Source: an optimization exercise on an open RTL-to-GDS flow (aim: small area). Production flows keep margins and buffers that such runs may drop.
In this exercise RTL edits were held to simulation tests only and were not proved equivalent to the original.
Power is estimated from default activity; no workload was simulated.

==> design.v <==
module weather_box (
	input clk,
	input rst_n,
	output [7:0] led,
	output [9:0] lcd_ram_addr,
	output lcd_ram_en,
	input  [7:0] lcd_ram_data,
	output LCD_RS,
	output LCD_RW,
	output LCD_EN,
	output [7:0] LCD_D
	);
reg r_rst;
reg rst;
reg [15:0] r_t;
wire w_t_zero = (r_t == 16'd0);
wire w_step = w_t_zero & ~rst;      
reg r_mode;           
reg [4:0] r_s;        
reg [1:0] r_p;        
reg [7:0] r_data;     
reg r_en;             
localparam P_E = 2'd0;  
localparam P_B = 2'd1;  
localparam P_C = 2'd2;  
localparam P_A = 2'd3;  
wire w_last = (r_s == 5'd31);
reg [15:0] w_load;
always @(*) begin
	if (!r_mode) begin
		case (r_s)
			5'd21:   w_load = 16'd250;
			5'd20:   w_load = 16'd10;
			5'd1:    w_load = 16'd50000;
			5'd0:    w_load = 16'd250;
			default: w_load = 16'd9;
		endcase
	end else begin
		case (r_p)
			P_E:     w_load = 16'd10;
			P_A:     w_load = w_last ? 16'd10 : 16'd9;
			P_C:     w_load = w_last ? 16'd2000 : 16'd9;
			default: w_load = 16'd9;
		endcase
	end
end
reg [15:0] w_half1;
always @(*) begin
	if (!r_mode) begin
		case (r_s)
			5'd21, 5'd0: w_half1 = 16'd25001;
			5'd20:       w_half1 = 16'd126;
			default:     w_half1 = 16'd6;
		endcase
	end else begin
		case (r_p)
			P_E:     w_half1 = 16'd126;
			P_A:     w_half1 = w_last ? 16'd1001 : 16'd6;
			default: w_half1 = 16'd6;
		endcase
	end
end
always @(posedge clk) begin
	r_rst <= rst_n;
	if (!r_rst) begin
		rst <= 1'b1;
		r_t <= 16'hffff;
	end else if (w_t_zero) begin
		rst <= 1'b0;
		r_t <= rst ? 16'd49999 : w_load;
	end else begin
		r_t <= r_t - 16'd1;
	end
end
always @(posedge clk) begin
	if (rst)
		r_en <= 1'b1;
	else if (r_t == 16'd1)
		r_en <= 1'b1;
	else if (r_t == w_half1)
		r_en <= 1'b0;
end
always @(posedge clk) begin
	if (rst) begin
		r_mode <= 1'b0;
		r_s <= 5'd21;
		r_p <= P_E;
	end else if (w_step) begin
		if (!r_mode) begin
			if (r_s == 5'd0)
				r_mode <= 1'b1;
			else
				r_s <= r_s - 5'd1;
			r_p <= P_E;
		end else begin
			case (r_p)
				P_E: r_p <= P_B;
				P_A: begin r_p <= P_B; r_s <= r_s + 5'd1; end
				P_B: r_p <= P_C;
				default: r_p <= P_A;
			endcase
		end
	end
end
always @(posedge clk)
	if (w_step && r_mode && r_p == P_B)
		r_data <= lcd_ram_data;
reg [7:0] w_rom;
always @(*) begin
	case (r_s)
		5'd20: w_rom = 8'h01;
		5'd19: w_rom = 8'h38;
		5'd18: w_rom = 8'h0e;
		5'd17: w_rom = 8'h06;
		5'd16: w_rom = "H";
		5'd15: w_rom = "e";
		5'd14: w_rom = "l";
		5'd13: w_rom = "l";
		5'd12: w_rom = "o";
		5'd11: w_rom = " ";
		5'd10: w_rom = "w";
		5'd9:  w_rom = "o";
		5'd8:  w_rom = "r";
		5'd7:  w_rom = "l";
		5'd6:  w_rom = "d";
		5'd5:  w_rom = ",";
		5'd4:  w_rom = " ";
		5'd3:  w_rom = "u";
		5'd2:  w_rom = "w";
		5'd1:  w_rom = "u";
		default: w_rom = 8'h00;
	endcase
end
reg [7:0] w_d;
always @(*) begin
	if (!r_mode)
		w_d = w_rom;
	else begin
		case (r_p)
			P_E: w_d = 8'h01;
			P_B: w_d = 8'h00;
			P_C: w_d = r_data;
			default: w_d = w_last ? 8'h02 : (r_s == 5'd15) ? 8'hc0 : 8'h00;
		endcase
	end
end
assign LCD_D = w_d;
assign LCD_RS = r_mode ? (r_p == P_C) : (r_s != 5'd0 && r_s <= 5'd16);
assign LCD_RW = 1'b0;
assign LCD_EN = r_en;
assign lcd_ram_en = r_mode;
assign lcd_ram_addr = {5'b00000, r_s};
reg [11:0] r_c;       
reg [7:0] r_x;        
reg [2:0] r_y;        
reg r_half;           
reg [7:0] r_v;        
reg [7:0] r_w;        
reg r_first;          
wire w_tick = (r_c == 12'd0);
wire [5:0] w_duty = r_x[7:2];
wire w_restart = (r_c == 12'd2499) && (r_x[1:0] == 2'd3) && !w_duty[5];
always @(posedge clk) begin
	if (rst) begin
		r_c <= 12'd2499;
		r_x <= 8'd129;
		r_y <= 3'd0;
		r_half <= 1'b0;
		r_v <= 8'd254;
		r_w <= 8'd254;
		r_first <= 1'b1;
	end else begin
		r_c <= w_tick ? 12'd2499 : r_c - 12'd1;
		if (w_tick) begin
			r_x <= (r_x == 8'd0) ? 8'd131 : r_x - 8'd1;
			r_y <= (r_y == 3'd4) ? 3'd0 : r_y + 3'd1;
		end
		if (r_c == 12'd1 && r_y == 3'd4)
			r_half <= ~r_half;
		if (w_restart) begin
			r_v <= 8'd253;
			r_first <= 1'b0;
		end else
			r_v <= (r_v == 8'd0) ? 8'd254 : r_v - 8'd1;
		r_w <= (r_w == 8'd0) ? 8'd254 : r_w - 8'd1;
	end
end
wire w_low = (r_v[7:5] == 3'd0);
wire w_hit = r_first ? (r_v == 8'd253) : (r_v == 8'd55);
genvar i;
generate
	for (i = 0; i < 6; i = i + 1) begin : g_led
		wire [4:0] a = w_duty[4:0] - (5 * i);
		wire special = (i == 0) ? (w_duty == 6'd0 || w_duty == 6'd32)
		                        : (w_duty == 5 * i);
		assign led[i] = special ? ((i == 0) ? w_hit : (r_v == 8'd55))
		                        : (w_low && (r_v[4:0] < a));
	end
endgenerate
assign led[6] = 1'b0;
assign led[7] = r_half && (r_w[7:4] == 4'd0);
endmodule
==> run.sh <==
#!/bin/bash
# synth_recipe.tcl (not shown) runs the flow's synth.tcl, then flattens the netlist and writes it again
# the make line also repeats each setting of config.mk as NAME=value (left out here)
make -C /OpenROAD-flow-scripts/flow DESIGN_CONFIG=/design/flow/config.mk WORK_HOME=/design/flow/orfs CLKGATE_MAP_FILE= SYNTH_SCRIPT=/design/flow/synth_recipe.tcl finish
==> config.mk <==
export PLATFORM = sky130hd
export DESIGN_NAME = weather_box
export DESIGN_NICKNAME = weather_box
export VERILOG_FILES = /design/flow/design.v
export SDC_FILE = /design/flow/constraint.sdc
export NUM_CORES = 4
export LEC_CHECK = 0
export CAP_MARGIN = 20
export CORE_MARGIN = 2
export CORE_UTILIZATION = 40
export SLEW_MARGIN = 20
==> constraint.sdc <==
create_clock -name core_clock -period 10.0 [get_ports {clk}]
set_input_delay 2.0000 -clock core_clock [delete_from_list [all_inputs] [get_ports {clk}]]
set_output_delay 2.0000 -clock core_clock [all_outputs]
set_load 0.01 [all_outputs]
==> flow_metrics.env <==
export IMPL_status="timing/DRC/antenna clean"
export IMPL_worst_endpoint_required_time_ps=8000
export IMPL_post_route_cells_drive_above_1_share_pct=6.21
export IMPL_finalClockSkew_ps=7.93
export IMPL_die_width_um=122
export IMPL_post_cts_setup_buffer_count=0
export IMPL_timing_fmax_mhz=198
export IMPL_combinationalPowerShare_pct=1.4
export IMPL_worst_setup_path_type="reg -> out"
export IMPL_post_synth_cell_area_avg_um2=8.57
export IMPL_vias_per_instance=5.27
export IMPL_synth_cell_area_mm2=0.00554
export IMPL_power_spent_charging_and_discharging_nets_uw=140
export IMPL_share_of_synthesized_area_occupied_by_flip_flops_and_latches_pct=31.5
export IMPL_design_final_nets=752
export IMPL_crit_path_cell_trace="inv_1 > ha_1 > xnor2_1 > inv_1 > ha_1 > a21oi_1 > nor2b_1 > o21ai_0 > nand4b_1 > o21ai_0 > clkdlybuf4s50_1"
export IMPL_leakage_nw=2.42
export IMPL_initial_core_utilization_pct=41.3
export IMPL_critPathSlowestCell="sky130_fd_sc_hd__clkdlybuf4s50_1"
export IMPL_finalHoldViolations=0
export IMPL_timing_max_slew_rel_slack_pct=47.6
export IMPL_cts_num_sinks=83
export IMPL_routed_wirelength_um=12200
export IMPL_cp_start_kind="flip-flop"
export IMPL_die_area_mm2=0.0148
export IMPL_synth_edff_count=8
export IMPL_areaGrowthSynthToFinish_pct=13.6
export IMPL_placeableCoreArea_mm2=0.0134
export IMPL_synth_cell_types=76
export IMPL_sw_frac_of_total_pct=19.9
export IMPL_share_clk_of_total_power_pct=50.2
export IMPL_via_count_of_the_first_global_routing_pass=4431
export IMPL_maximum_level_of_the_cts_h_tree=3
export IMPL_drc=0
export IMPL_cp_end_kind="output port"
export IMPL_most_instantiated_flip_flop_cell_in_the_synthesis_netlist="sky130_fd_sc_hd__dfxtp_1"
export IMPL_drt_wirelength_per_cell_um=14.3
export IMPL_dp_hpwl_um=9060
export IMPL_gpl_final_weighted_congestion=0.878
export IMPL_clock_insertion_delay_worst_skew_ps=340
export IMPL_grt_first_pass_wirelength_um=20900
export IMPL_final_min_clock_period_ps=5050
export IMPL_fin_tns_setup_ps=0
export IMPL_total_power_uw=701
export IMPL_async_reset_ff_share_pct=0
export IMPL_clock_tree_buffer_depth=2
export IMPL_final_period_utilization_pct=50.5
export IMPL_peak_supply_drop_uv=93.1
export IMPL_pwr_share_seq_pct=48.4
export IMPL_rows=42
export IMPL_antenna_diode_count=0
export IMPL_antenna_found_initial=0
export IMPL_finalSetupViolCount=0
export IMPL_cp_arrival_ps=3050
export IMPL_internal_power_uw=561
export IMPL_dp_cells=836
export IMPL_initial_drt_markers=322
export IMPL_worst_setup_hold_path_clk_slew_ps=60
export IMPL_synth_ff_latch_count=83
export IMPL_hold_worst_slack_ps=457
export IMPL_holdCritPathClass="reg -> reg"
export IMPL_maxSlewViolCount=0
export IMPL_path_max_fanout=12
export IMPL_holdBufCountCts=0
export IMPL_die_height_um=122
export IMPL_unrepaired_setup_endpoints_after_global_routing="false"
export IMPL_num_fill_cells=1285
export IMPL_globalRouteTotalUtil_pct=17.4
export IMPL_layoutNonFillerInstCount=852
export IMPL_power_per_cell_area_mw_per_mm2=111
export IMPL_max_cap_violations=0
export IMPL_globalRouteOverflowTotal=0
export IMPL_grt_start_max_net_pins=40
export IMPL_numPortBuffers=32
export IMPL_cts_resized_gates=0
export IMPL_synth_warning_count=1
export IMPL_cpPeakStageDelay_ps=560
export IMPL_cts_buffers=9
export IMPL_vias=4491
export IMPL_gate_count_post_synth=646
export IMPL_tightestPinTransition_ps=780
export IMPL_firstDrtPassIters=5
export IMPL_top_level_ports=40
export IMPL_route_antenna_remaining_nets=0
export IMPL_cts_tree="done"
export IMPL_cts_root_buffer_cell="sky130_fd_sc_hd__clkbuf_16"
sequential cells by signal, summed over array words and instances, names as in the netlist:
name and flops:
r_c 12, r_data 8, r_en 1, r_first 1
r_half 1, r_mode 1, r_p 2, r_rst 1
r_s 5, r_t 16, r_v 8, r_w 8
r_x 8, r_y 3, rst 1, w_rom 7
Yosys cell counts (all sizes together) (5+ instances only):
cell     n  area (um2)
nand2b   8        50.1
nand4b   8        70.1
o21ai   37         185
ha      71         888
or3      7        45.1
nor4    10        62.6
nand3   21         110
edfxtp   8         240
nand4    9        62.6
or4      5        46.3
and2     7        45.1
nor2b    7        43.8
xnor2   39         342
xor2    19         166
nor3    23         136
a21oi   32         160
nor2    60         225
inv     36         138
nand2   65         244
buf      9        63.8
clkbuf  17        83.8
and3     7        45.1
dfxtp   75        1500
path summary, 6_finish.rpt:
check             cells after the start   start        to  slack (ps)
setup / recovery                     11  r_x[2]    led[1]        4950
hold / removal                        1  r_c[0]    r_c[0]         460
setup reg to reg                     14  r_s[0]  w_rom[0]        6590
hold reg to reg                       1  r_c[0]    r_c[0]         460
area by class of cell:
class                      instances  area [um2]  area share, %
inverter                          37         146           2.33
clock buffer                      10         229           3.64
multi-input combinational        506        3530           56.1
sequential                        83        1740           27.7
timing repair buffer              34         335           5.33
tap                              176         220           3.50
clock inverter                     6        88.8           1.41
power by group through the flow:
stage,Sequential (mW),Clock [mW],Combinational [mW]
after floorplan,0.345,0,0.00773
after global placement,0.347,0,0.00955
after detailed placement,0.347,0,0.00969
after CTS,0.339,0.363,0.00976
after global routing,0.339,0.375,0.0111
final,0.339,0.352,0.00985
cells in the final DEF, fill, tap and decap left out, drive strengths merged, types with 5 or more instances in the layout:
| cell | instances |
|---|---|
| a21oi | 32 |
| and2 | 7 |
| edfxtp | 8 |
| nand4b | 8 |
| or4 | 5 |
| ha | 71 |
| or3 | 7 |
| dfxtp | 75 |
| nand2 | 65 |
| nand2b | 8 |
| clkbuf | 10 |
| nand3 | 21 |
| xor2 | 19 |
| nor2 | 60 |
| nor3 | 23 |
| clkdlybuf4s50 | 32 |
| xnor2 | 39 |
| inv | 37 |
| o21ai | 37 |
| conb | 7 |
| nor2b | 7 |
| and3 | 7 |
| nor4 | 10 |
| nand4 | 9 |
worst max-delay path: cells and delay by family (launching register included):
family / cells / cell delay (ps)
flip-flops: 1 / 540
AO/OA/AOI/OAI: 3 / 390
AND/OR/NAND/NOR: 2 / 160
buffers and inverters: 3 / 790
adder cells (fa/ha/maj): 2 / 600
XOR/XNOR: 1 / 240
kinds of logic after synthesis:
logic type	after synthesis	share of synthesized area (%)
simple gates	251	23.5
compound gates	114	13.3
flops	83	31.5
fa+ha+maj	71	16.0
buf+inv	63	5.31
xor+xnor	58	9.18
mux	5	1.22
other cells	1	0.0677
routing by layer:
metal | global-route usage, % | routed length [um] | vias to the layer above
met4 | 5.10 | 215 | 0
met3 | 4.49 | 335 | 22
met2 | 27.9 | 5690 | 72
met1 | 23.1 | 5910 | 2098
li1 | - | - | 2299
met5 | 0 | 0 | -
per-stage QoR:
stage / cell area (um2) / worst slack, ps / util (%)
3_3_place_gp: 5970 / 5370 / 44.5
5_1_grt: 6290 / 4690 / 46.9
2_1_floorplan: 5560 / 5880 / -
3_5_place_dp: 5970 / 5310 / 44.5
4_1_cts: 6280 / 4950 / 46.9
6_report: 6290 / 4950 / 46.9

what the ideal ports hide:
In the flow no input, the clock included, has a driving cell. The finished layout below was timed again as built, in two steps.
Step 1: set_driving_cell puts a clkbuf_16 on clk and a buf_2 on each other input, an assumption about the parent block.
Step 2 times the ports against the registers' clock, not the clock port: input delays grow and output delays shrink by t, the midpoint of the rising clock arrivals with the driver on.
a / b / c = ideal ports / drivers / drivers and shift; a / b = the first two.
t (ns): 0.368
slack for setup (ns): 4.950 / 4.914 / 5.282
hold WS [ns]: 0.457 / 0.457 / 0.457
worst setup path after step 2: register to output
cell pins on the clock port's net: 1
After both steps this run still meets setup and hold. For this run, drivers alone change the setup slack by -0.036 ns; drivers and shift together by +0.332 ns.
